Background: an optimization exercise with open tools, aiming at small area. Do not read the settings as production practice.
Only simulation tests tie the RTL to the original design; equivalence was not proved.
No driver is modelled on the clock port, so clocking that relies on it looks cheaper here than on a real chip.

== try-umber ==
==> flow/design.v <==
module ctr #(
    parameter W = 10,
    parameter M = 1024,
    parameter RST = 0            
    )
    (
    input  wire         i_clk,
    input  wire         i_rst,
    input  wire         i_en,
    output reg  [W-1:0] o_q,
    output wire         o_wrap   
    );
    localparam [W-1:0] LOAD = (1 << W) - M;
    localparam [W-1:0] RV = RST;
    reg [W-1:0] cy;              
    integer i;
    always @* begin
        cy[0] = i_en;
        for (i = 1; i < W; i = i + 1)
            cy[i] = cy[i-1] & o_q[i-1];
    end
    assign o_wrap = cy[W-1] & o_q[W-1];
    always @(posedge i_clk)
        if (i_rst)
            o_q <= RV;
        else if (o_wrap)
            o_q <= LOAD;
        else
            o_q <= o_q ^ cy;
endmodule
module vga640x480(
    input  wire        i_clk,
    input  wire        i_rst,
    output wire        o_hs,
    output wire        o_vs,
    output wire        o_stb,     
    output wire        o_eol,     
    output wire        o_pre,     
    output wire        o_upd,     
    output wire        o_vb,      
    output wire        o_ystep,   
    output wire        o_h161,    
    output wire        o_h799,    
    output wire        o_line1    
    );
    localparam HOFF = 2048 - 1602;
    localparam VOFF = 1024 - 525;
    wire [10:0] hq;
    wire [9:0]  vq;
    wire eol, vwrap;
    wire stb = hq[0];                        
    wire vend = &vq;                         
    wire vstep = stb & (eol | vend);
    ctr #(.W(11), .M(1602), .RST(1601 + HOFF)) hcnt (
        .i_clk(i_clk), .i_rst(i_rst), .i_en(1'b1), .o_q(hq), .o_wrap(eol));
    ctr #(.W(10), .M(525), .RST(524 + VOFF)) vcnt (
        .i_clk(i_clk), .i_rst(i_rst), .i_en(vstep), .o_q(vq), .o_wrap(vwrap));
    wire line479 = (vq == 479 + VOFF);
    assign o_vb  = (vq >= 480 + VOFF);
    assign o_hs  = ~((hq >= 32 + HOFF) & (hq <= 223 + HOFF));    
    assign o_vs  = ~(vq[9:1] == (491 + VOFF) / 2);               
    assign o_stb = stb;
    assign o_eol = eol;
    assign o_pre = line479 & (hq == 1600 + HOFF);
    assign o_upd = line479 & eol;
    assign o_ystep = stb & ((eol & ~o_vb) | vend);
    assign o_h161 = (hq == 323 + HOFF);
    assign o_h799 = (hq == 1599 + HOFF);
    assign o_line1 = (vq == 1 + VOFF);
endmodule
module square #(
    parameter H_SIZE=80,       
    IX=320,                    
    IY=240,                    
    IX_DIR=1,                  
    IY_DIR=1,                  
    D_WIDTH=640,
    D_HEIGHT=480
    )
    (
    input  wire i_clk,
    input  wire i_rst,
    input  wire i_stb,       
    input  wire i_pre,       
    input  wire i_upd,       
    input  wire i_vb,        
    input  wire i_ystep,     
    input  wire i_h161,      
    input  wire i_h799,      
    input  wire i_line1,     
    output wire o_on
    );
    localparam C0 = 640 - (IX - H_SIZE);
    localparam D0 = 480 - (IY - H_SIZE);
    localparam COFF = 1024 - 801;
    localparam DOFF = 512 - 481;
    localparam CLO = (1 + 801 - C0) % 801 + COFF;
    localparam CHI = (2*H_SIZE - 1 + 801 - C0) % 801 + COFF;
    localparam DLO = (1 + 481 - D0) % 481 + DOFF;
    localparam DHI = (2*H_SIZE - 1 + 481 - D0) % 481 + DOFF;
    localparam DB  = (2*H_SIZE + 481 - D0) % 481 + DOFF;
    wire [9:0] cq;
    wire [8:0] dq;
    wire cwrap, dwrap;
    reg x_dir, y_dir;
    wire cstep = (i_stb & ~(i_upd & x_dir)) | (i_pre & ~x_dir);
    wire dstep = (i_ystep & ~(i_upd & y_dir)) | (i_pre & ~y_dir);
    ctr #(.W(10), .M(801), .RST(COFF)) xcnt (
        .i_clk(i_clk), .i_rst(i_rst), .i_en(cstep), .o_q(cq), .o_wrap(cwrap));
    ctr #(.W(9), .M(481), .RST(DOFF)) ycnt (
        .i_clk(i_clk), .i_rst(i_rst), .i_en(dstep), .o_q(dq), .o_wrap(dwrap));
    wire on_x = (cq >= CLO) & (cq <= CHI);
    wire on_y = i_vb ? (dq == DB) : ((dq >= DLO) & (dq <= DHI));
    assign o_on = on_x & on_y;
    always @(posedge i_clk) begin
        if (i_rst) begin
            x_dir <= IX_DIR;
            y_dir <= IY_DIR;
        end else begin
            if (on_x & i_h161) x_dir <= 1'b1;
            if (on_x & i_h799) x_dir <= 1'b0;
            if (on_y & i_line1) y_dir <= 1'b1;
            if (on_y & i_vb) y_dir <= 1'b0;
        end
    end
endmodule
module top(
    input wire CLK,              
    input wire RST_BTN,          
    output wire VGA_HS_O,        
    output wire VGA_VS_O,        
    output wire [3:0] VGA_R,     
    output wire [3:0] VGA_G,     
    output wire [3:0] VGA_B      
    );
    wire rst = ~RST_BTN;     
    wire stb, eol, pre, upd, vb, ystep, h161, h799, line1;
    vga640x480 display (
        .i_clk(CLK),
        .i_rst(rst),
        .o_hs(VGA_HS_O),
        .o_vs(VGA_VS_O),
        .o_stb(stb),
        .o_eol(eol),
        .o_pre(pre),
        .o_upd(upd),
        .o_vb(vb),
        .o_ystep(ystep),
        .o_h161(h161),
        .o_h799(h799),
        .o_line1(line1)
    );
    wire sq_a, sq_b, sq_c;
    square #(.IX(160), .IY(120), .H_SIZE(60)) sq_a_anim (
        .i_clk(CLK), .i_rst(rst), .i_stb(stb), .i_pre(pre), .i_upd(upd),
        .i_vb(vb), .i_ystep(ystep), .i_h161(h161), .i_h799(h799),
        .i_line1(line1), .o_on(sq_a)
    );
    square #(.IX(320), .IY(240), .IY_DIR(0)) sq_b_anim (
        .i_clk(CLK), .i_rst(rst), .i_stb(stb), .i_pre(pre), .i_upd(upd),
        .i_vb(vb), .i_ystep(ystep), .i_h161(h161), .i_h799(h799),
        .i_line1(line1), .o_on(sq_b)
    );
    square #(.IX(480), .IY(360), .H_SIZE(100)) sq_c_anim (
        .i_clk(CLK), .i_rst(rst), .i_stb(stb), .i_pre(pre), .i_upd(upd),
        .i_vb(vb), .i_ystep(ystep), .i_h161(h161), .i_h799(h799),
        .i_line1(line1), .o_on(sq_c)
    );
    assign VGA_R[3] = sq_a;   
    assign VGA_G[3] = sq_b;   
    assign VGA_B[3] = sq_c;   
    assign VGA_R[2:0] = 3'b000;
    assign VGA_G[2:0] = 3'b000;
    assign VGA_B[2:0] = 3'b000;
endmodule
export LEC_CHECK = 0
export CAP_MARGIN = 20
export CORE_MARGIN = 2
export CORE_UTILIZATION = 40
export PLACE_DENSITY = 0.6
export SLEW_MARGIN = 20
create_clock -name core_clock -period 10.0 [get_ports {CLK}]
standard.sh (not shown) runs the stock make flow with config.mk's settings and CLKGATE_MAP_FILE= SYNTH_SCRIPT=/design/flow/synth_recipe.tcl, a recipe that flattens the netlist after the stock synthesis.
==> flow/flow/run.sh <==
#!/bin/bash
# Layout flow: the standard flow (standard.sh) with an area-oriented
# technology mapping in synthesis (see overrides.tcl). Runs in the work
# folder; each tool's output goes to a log file here.
set -euo pipefail
work=$(pwd)
cat "$work/flow/overrides.tcl" "$work/synth_recipe.tcl" > "$work/area_synth.tcl"
sed "s|SYNTH_SCRIPT=[^ ]*|SYNTH_SCRIPT=$work/area_synth.tcl|" "$work/standard.sh" > "$work/area_standard.sh"
grep -q "SYNTH_SCRIPT=$work/area_synth.tcl" "$work/area_standard.sh"
export FLOW_AREA_ABC="$work/flow/area.abc"
bash "$work/area_standard.sh" synth > "$work/synth.log" 2>&1
bash "$work/area_standard.sh" finish > "$work/layout.log" 2>&1
==> flow/flow/area.abc <==
strash
dc2
&get -n
&st
&synch2
&dch -f
&nf -R 1000
&put
==> flow/flow/overrides.tcl <==
# Prepended to synth_recipe.tcl: the standard synthesis, except that Yosys
# does not extract half and full adders and ABC maps the logic for area
# (flow/area.abc) in place of the speed script. Registers are mapped before
# either step, so their names and cells are the standard synthesis's.
proc extract_fa {args} { puts "run.sh: extract_fa skipped" }
proc abc {args} {
  set i [lsearch -exact $args -script]
  set args [lreplace $args $i [expr {$i + 1}] -script $::env(FLOW_AREA_ABC)]
  yosys abc {*}$args
}
No stage failed in try-umber, and the final checks on the layout all came back clean.
diff inputs: try-umber => try-harbor
Settings: changing CORE_UTILIZATION from 40 to 65; changing PLACE_DENSITY from 0.6 to 0.8.
==> flow/flow/run.sh <==
#!/bin/bash
# Layout flow: the standard flow (standard.sh) with an area-oriented
# technology mapping in synthesis (see overrides.tcl): the design is
# synthesized once with each ABC script flow/abc*.abc, and the layout is
# made from the one with the smallest cell area. Extra ORFS make variables
# are listed one per line in flow/make.args.
# Runs in the work folder; each tool's output goes to a log file here.
set -euo pipefail
work=$(pwd)
cat "$work/flow/overrides.tcl" "$work/synth_recipe.tcl" > "$work/area_synth.tcl"
sed "s|SYNTH_SCRIPT=[^ ]*|SYNTH_SCRIPT=$work/area_synth.tcl|" "$work/standard.sh" > "$work/area_standard.sh"
grep -q "SYNTH_SCRIPT=$work/area_synth.tcl" "$work/area_standard.sh"
extra=()
if [[ -f "$work/flow/make.args" ]]; then
  while IFS= read -r line; do
    [[ -n "$line" ]] && extra+=("$line")
  done < "$work/flow/make.args"
fi

# trial syntheses, one work home each
best=""; best_area=""
pids=()
for s in "$work"/flow/abc*.abc; do
  k=$(basename "$s" .abc)
  sed "s|WORK_HOME=[^ ]*|WORK_HOME=$work/trial_$k|" "$work/area_standard.sh" > "$work/trial_$k.sh"
  grep -q "WORK_HOME=$work/trial_$k" "$work/trial_$k.sh"
  FLOW_AREA_ABC="$s" bash "$work/trial_$k.sh" "${extra[@]}" synth > "$work/synth_$k.log" 2>&1 &
  pids+=($!)
done
for p in "${pids[@]}"; do wait "$p"; done
for s in "$work"/flow/abc*.abc; do
  k=$(basename "$s" .abc)
  a=$(awk '/Chip area for module/ {print $NF}' "$work"/trial_$k/reports/*/top/base/synth_stat.txt | tail -1)
  echo "$k $a" >> "$work/trials.txt"
  if [[ -z "$best" ]] || awk -v a="$a" -v b="$best_area" 'BEGIN { exit !(a < b) }'; then
    best=$s; best_area=$a
  fi
done
echo "chosen $(basename "$best" .abc) $best_area" >> "$work/trials.txt"

export FLOW_AREA_ABC="$best"
bash "$work/area_standard.sh" "${extra[@]}" synth > "$work/synth.log" 2>&1
bash "$work/area_standard.sh" "${extra[@]}" finish > "$work/layout.log" 2>&1
==> flow/flow/abc1.abc (new file) <==
strash
dc2
&get -n
&st
&synch2
&dch -f
&nf -R 1000
&put
==> flow/flow/abc2.abc (new file) <==
strash
&get -n
&dch -f
&nf -R 1000
&put
==> flow/flow/abc3.abc (new file) <==
strash
dc2
dc2
&get -n
&st
&synch2
&dch -f
&nf -R 1000
&put
==> flow/flow/abc4.abc (new file) <==
strash
&get -n
&st
&syn2
&dch -f
&nf -R 1000
&put
==> flow/flow/make.args (new file) <==
CTS_ARGS=-sink_clustering_enable -repair_clock_nets -dont_use_dummy_load -buf_list sky130_fd_sc_hd__clkbuf_4
BUFFER_PORTS_ARGS=-buffer_cell sky130_fd_sc_hd__buf_1
SKIP_REPAIR_TIE_FANOUT=1
removed: flow/flow/area.abc
## What came out
Having completed the whole flow, try-harbor delivered a layout that passed the timing, design-rule and antenna checks. try-umber → try-harbor: area of all placed cells without fillers -220 um^2; post-route met1 wirelength decreased by about 8% relative to the old numbers; final routed wirelength across all metal layers moved down.
Modified inputs, try-nickel compared to try-harbor
Settings: a change of PLACE_DENSITY from 0.8 to 0.88; a change of CORE_UTILIZATION from 65 to 75.
--- a/flow/flow/run.sh
+++ b/flow/flow/run.sh
@@ -4,5 +4,6 @@
 # synthesized once with each ABC script flow/abc*.abc, and the layout is
 # made from the one with the smallest cell area. Extra ORFS make variables
-# are listed one per line in flow/make.args.
+# are listed one per line in flow/make.args (__WORK__ stands for the work
+# folder).
 # Runs in the work folder; each tool's output goes to a log file here.
 set -euo pipefail
@@ -14,5 +15,5 @@
 if [[ -f "$work/flow/make.args" ]]; then
   while IFS= read -r line; do
-    [[ -n "$line" ]] && extra+=("$line")
+    [[ -n "$line" ]] && extra+=("${line//__WORK__/$work}")
   done < "$work/flow/make.args"
 fi
@@ -39,4 +40,5 @@
 echo "chosen $(basename "$best" .abc) $best_area" >> "$work/trials.txt"
 
+rm -rf "$work"/trial_*
 export FLOW_AREA_ABC="$best"
 bash "$work/area_standard.sh" "${extra[@]}" synth > "$work/synth.log" 2>&1
==> flow/flow/abc5.abc (new file) <==
strash
dc2
&get -n
&st
&synch2
&dch -f
&if -K 4 -a
&mfs
&put
strash
&get -n
&dch -f
&nf -R 1000
&put
==> flow/flow/abc6.abc (new file) <==
strash
balance
rewrite
refactor
balance
rewrite -z
rewrite -z
dc2
&get -n
&st
&dch -f
&nf -R 1000
&put
==> flow/flow/abc7.abc (new file) <==
strash
dc2
&get -n
&st
&synch2
&dch -f
&nf -R 2000 -C 32
&put
==> flow/flow/abc8.abc (new file) <==
strash
ifraig
dc2
&get -n
&st
&synch2
&dch -f
&nf -R 1000
&put
--- a/flow/flow/make.args
+++ b/flow/flow/make.args
@@ -2,2 +2,3 @@
 BUFFER_PORTS_ARGS=-buffer_cell sky130_fd_sc_hd__buf_1
 SKIP_REPAIR_TIE_FANOUT=1
+POST_CTS_TCL=__WORK__/flow/post_cts.tcl
==> flow/flow/post_cts.tcl (new file) <==
estimate_parasitics -placement
set leaves {}
foreach inst [get_cells *] {
  if { [get_property $inst ref_name] ne "sky130_fd_sc_hd__clkbuf_4" } { continue }
  set out [get_pins [get_name $inst]/X]
  set leaf 1
  foreach load [get_pins -of_objects [get_nets -of_objects $out] -filter "direction == input"] {
    set cell [get_cells -of_objects $load]
    if { [string match "sky130_fd_sc_hd__clkbuf*" [get_property $cell ref_name]] } {
      set leaf 0
    }
  }
  if { $leaf && [get_property $out slew_max] > 0.110 } {
    lappend leaves $inst
  }
}
foreach inst $leaves {
  puts "post_cts: [get_name $inst] now sky130_fd_sc_hd__clkbuf_8"
  replace_cell $inst sky130_fd_sc_hd__clkbuf_8
}
if { [llength $leaves] > 0 } {
  detailed_placement
  check_placement -verbose
  estimate_parasitics -placement
}
--- outcome ---
- Non-clock buffering overhead in the final layout: try-nickel vs try-harbor, no meaningful difference
- When the final numbers for try-nickel and try-harbor were put side by side, the post-layout worst setup margin turned out to be smaller in try-nickel.
- Re maximum number of pins on one net before global-route repair: try-nickel and try-harbor aren't equal, and the lower value belongs to try-harbor.
- After synthesis and placement, the instance count of try-nickel is below that of try-harbor.
Relative to try-nickel, the following input files were edited for try-pepper:
Settings: CORE_UTILIZATION now 85, was 75; PLACE_DENSITY now 0.92, was 0.88.
--- a/flow/flow/run.sh
+++ b/flow/flow/run.sh
@@ -4,6 +4,5 @@
 # synthesized once with each ABC script flow/abc*.abc, and the layout is
 # made from the one with the smallest cell area. Extra ORFS make variables
-# are listed one per line in flow/make.args (__WORK__ stands for the work
-# folder).
+# are listed one per line in flow/make.args.
 # Runs in the work folder; each tool's output goes to a log file here.
 set -euo pipefail
@@ -15,5 +14,5 @@
 if [[ -f "$work/flow/make.args" ]]; then
   while IFS= read -r line; do
-    [[ -n "$line" ]] && extra+=("${line//__WORK__/$work}")
+    [[ -n "$line" ]] && extra+=("$line")
   done < "$work/flow/make.args"
 fi
--- a/flow/flow/make.args
+++ b/flow/flow/make.args
@@ -2,3 +2,2 @@
 BUFFER_PORTS_ARGS=-buffer_cell sky130_fd_sc_hd__buf_1
 SKIP_REPAIR_TIE_FANOUT=1
-POST_CTS_TCL=__WORK__/flow/post_cts.tcl
removed: flow/flow/post_cts.tcl
Findings:
Every run in try-nickel and try-pepper closed cleanly, with the single exception of try-pepper.
Number of standard cells after synthesis: try-pepper vs try-nickel — no meaningful difference
Compared with try-nickel, try-pepper shows starting utilization of the core area higher by 12 points.
Re die span in x: try-nickel was higher than try-pepper.
Reported for try-nickel and try-pepper, cell area after synthesis turned out identical to the last digit.
[try-pepper] number of core rows fell 8.0% relative to try-nickel
Modified inputs, try-indigo compared to try-pepper
Settings: CORE_UTILIZATION: 85 -> 75; PLACE_DENSITY: 0.92 -> 0.88.
--- a/flow/flow/run.sh
+++ b/flow/flow/run.sh
@@ -39,5 +39,4 @@
 echo "chosen $(basename "$best" .abc) $best_area" >> "$work/trials.txt"
 
-rm -rf "$work"/trial_*
 export FLOW_AREA_ABC="$best"
 bash "$work/area_standard.sh" "${extra[@]}" synth > "$work/synth.log" 2>&1
removed: flow/flow/abc5.abc
removed: flow/flow/abc6.abc
removed: flow/flow/abc7.abc
removed: flow/flow/abc8.abc
[summary]
In summary, try-indigo completed successfully, with a layout that passed the timing, design-rule and antenna checks.
The initial cell density of the core reported for try-indigo is smaller than that of try-pepper by 11 points.
Width of the die, try-indigo vs try-pepper: up by a few percent
Number of placement rows delta for try-indigo relative to try-pepper: about 9% higher
try-indigo: xor/xnor cell area share of the yosys netlist higher than try-pepper
try-indigo vs. try-pepper: post-synthesis compound-gate area fraction went down by 1.7 points.
try-indigo: die extent in y is about 6.5% higher than what try-pepper reported.
Number of library cell types mapped by synthesis in try-indigo is about 6% below try-pepper.
try-indigo falls short of try-pepper in combined area of all synthesized cells.
Between try-indigo and try-pepper, the difference in synthesized cell count is negligible.
Inputs modified between try-indigo and try-juniper:
Settings: CORE_UTILIZATION now 40, was 75; PLACE_DENSITY now 0.6, was 0.88.
==> flow/flow/run.sh <==
#!/bin/bash
# Layout flow: the standard flow (standard.sh) with an area-oriented
# technology mapping in synthesis (see overrides.tcl) and the extra ORFS
# make variables listed one per line in flow/make.args, if present.
# Runs in the work folder; each tool's output goes to a log file here.
set -euo pipefail
work=$(pwd)
cat "$work/flow/overrides.tcl" "$work/synth_recipe.tcl" > "$work/area_synth.tcl"
sed "s|SYNTH_SCRIPT=[^ ]*|SYNTH_SCRIPT=$work/area_synth.tcl|" "$work/standard.sh" > "$work/area_standard.sh"
grep -q "SYNTH_SCRIPT=$work/area_synth.tcl" "$work/area_standard.sh"
export FLOW_AREA_ABC="$work/flow/area.abc"
extra=()
if [[ -f "$work/flow/make.args" ]]; then
  while IFS= read -r line; do
    [[ -n "$line" ]] && extra+=("$line")
  done < "$work/flow/make.args"
fi
bash "$work/area_standard.sh" "${extra[@]}" synth > "$work/synth.log" 2>&1
bash "$work/area_standard.sh" "${extra[@]}" finish > "$work/layout.log" 2>&1
==> flow/flow/area.abc (new file) <==
strash
dc2
&get -n
&st
&synch2
&dch -f
&nf -R 1000
&put
==> flow/flow/make.args <==
CTS_ARGS=-sink_clustering_enable -repair_clock_nets -dont_use_dummy_load
BUFFER_PORTS_ARGS=-buffer_cell sky130_fd_sc_hd__buf_1
SKIP_REPAIR_TIE_FANOUT=1
removed: flow/flow/abc1.abc
removed: flow/flow/abc2.abc
removed: flow/flow/abc3.abc
removed: flow/flow/abc4.abc
## What came out
- Going from try-indigo to try-juniper, met2 routed wirelength grows by 0.61%.
- Higher global-route usage goes to try-indigo over try-juniper.
- Synthesized cell count essentially unchanged between try-juniper and try-indigo.

[port drivers added, routing unchanged]
How much do the figures lean on ideal ports? The routed layouts below were timed once more, with nothing changed but the port constraints. Step 1 sets driving cells, clkbuf_16 on the clock port and buf_2 on the other inputs (assumed; they add their load-dependent delay and slew). Step 2, shift: input delay + t, output delay - t, t = (earliest + latest rising clock arrival at the registers) / 2. This alone moves slack from input paths to output paths. a / b / c = ideal ports / drivers / drivers and shift; a / b = the first two.
| run | t (ns) | setup WS [ns] | worst setup path at the end | cell pins on the clock port's net |
|---|---|---|---|---|
| try-umber | 0.364 | 5.172 / 5.143 / 5.407 | input to register | 1 |
| try-harbor | 0.425 | 5.589 / 5.559 / 5.984 | register to output | 1 |
| try-nickel | 0.428 | 5.526 / 5.499 / 5.927 | register to output | 1 |
| try-indigo | 0.424 | 5.472 / 5.447 / 5.871 | register to output | 1 |
| try-juniper | 0.371 | 5.586 / 5.555 / 5.926 | register to output | 1 |
After both steps setup and hold are still met in every run listed.
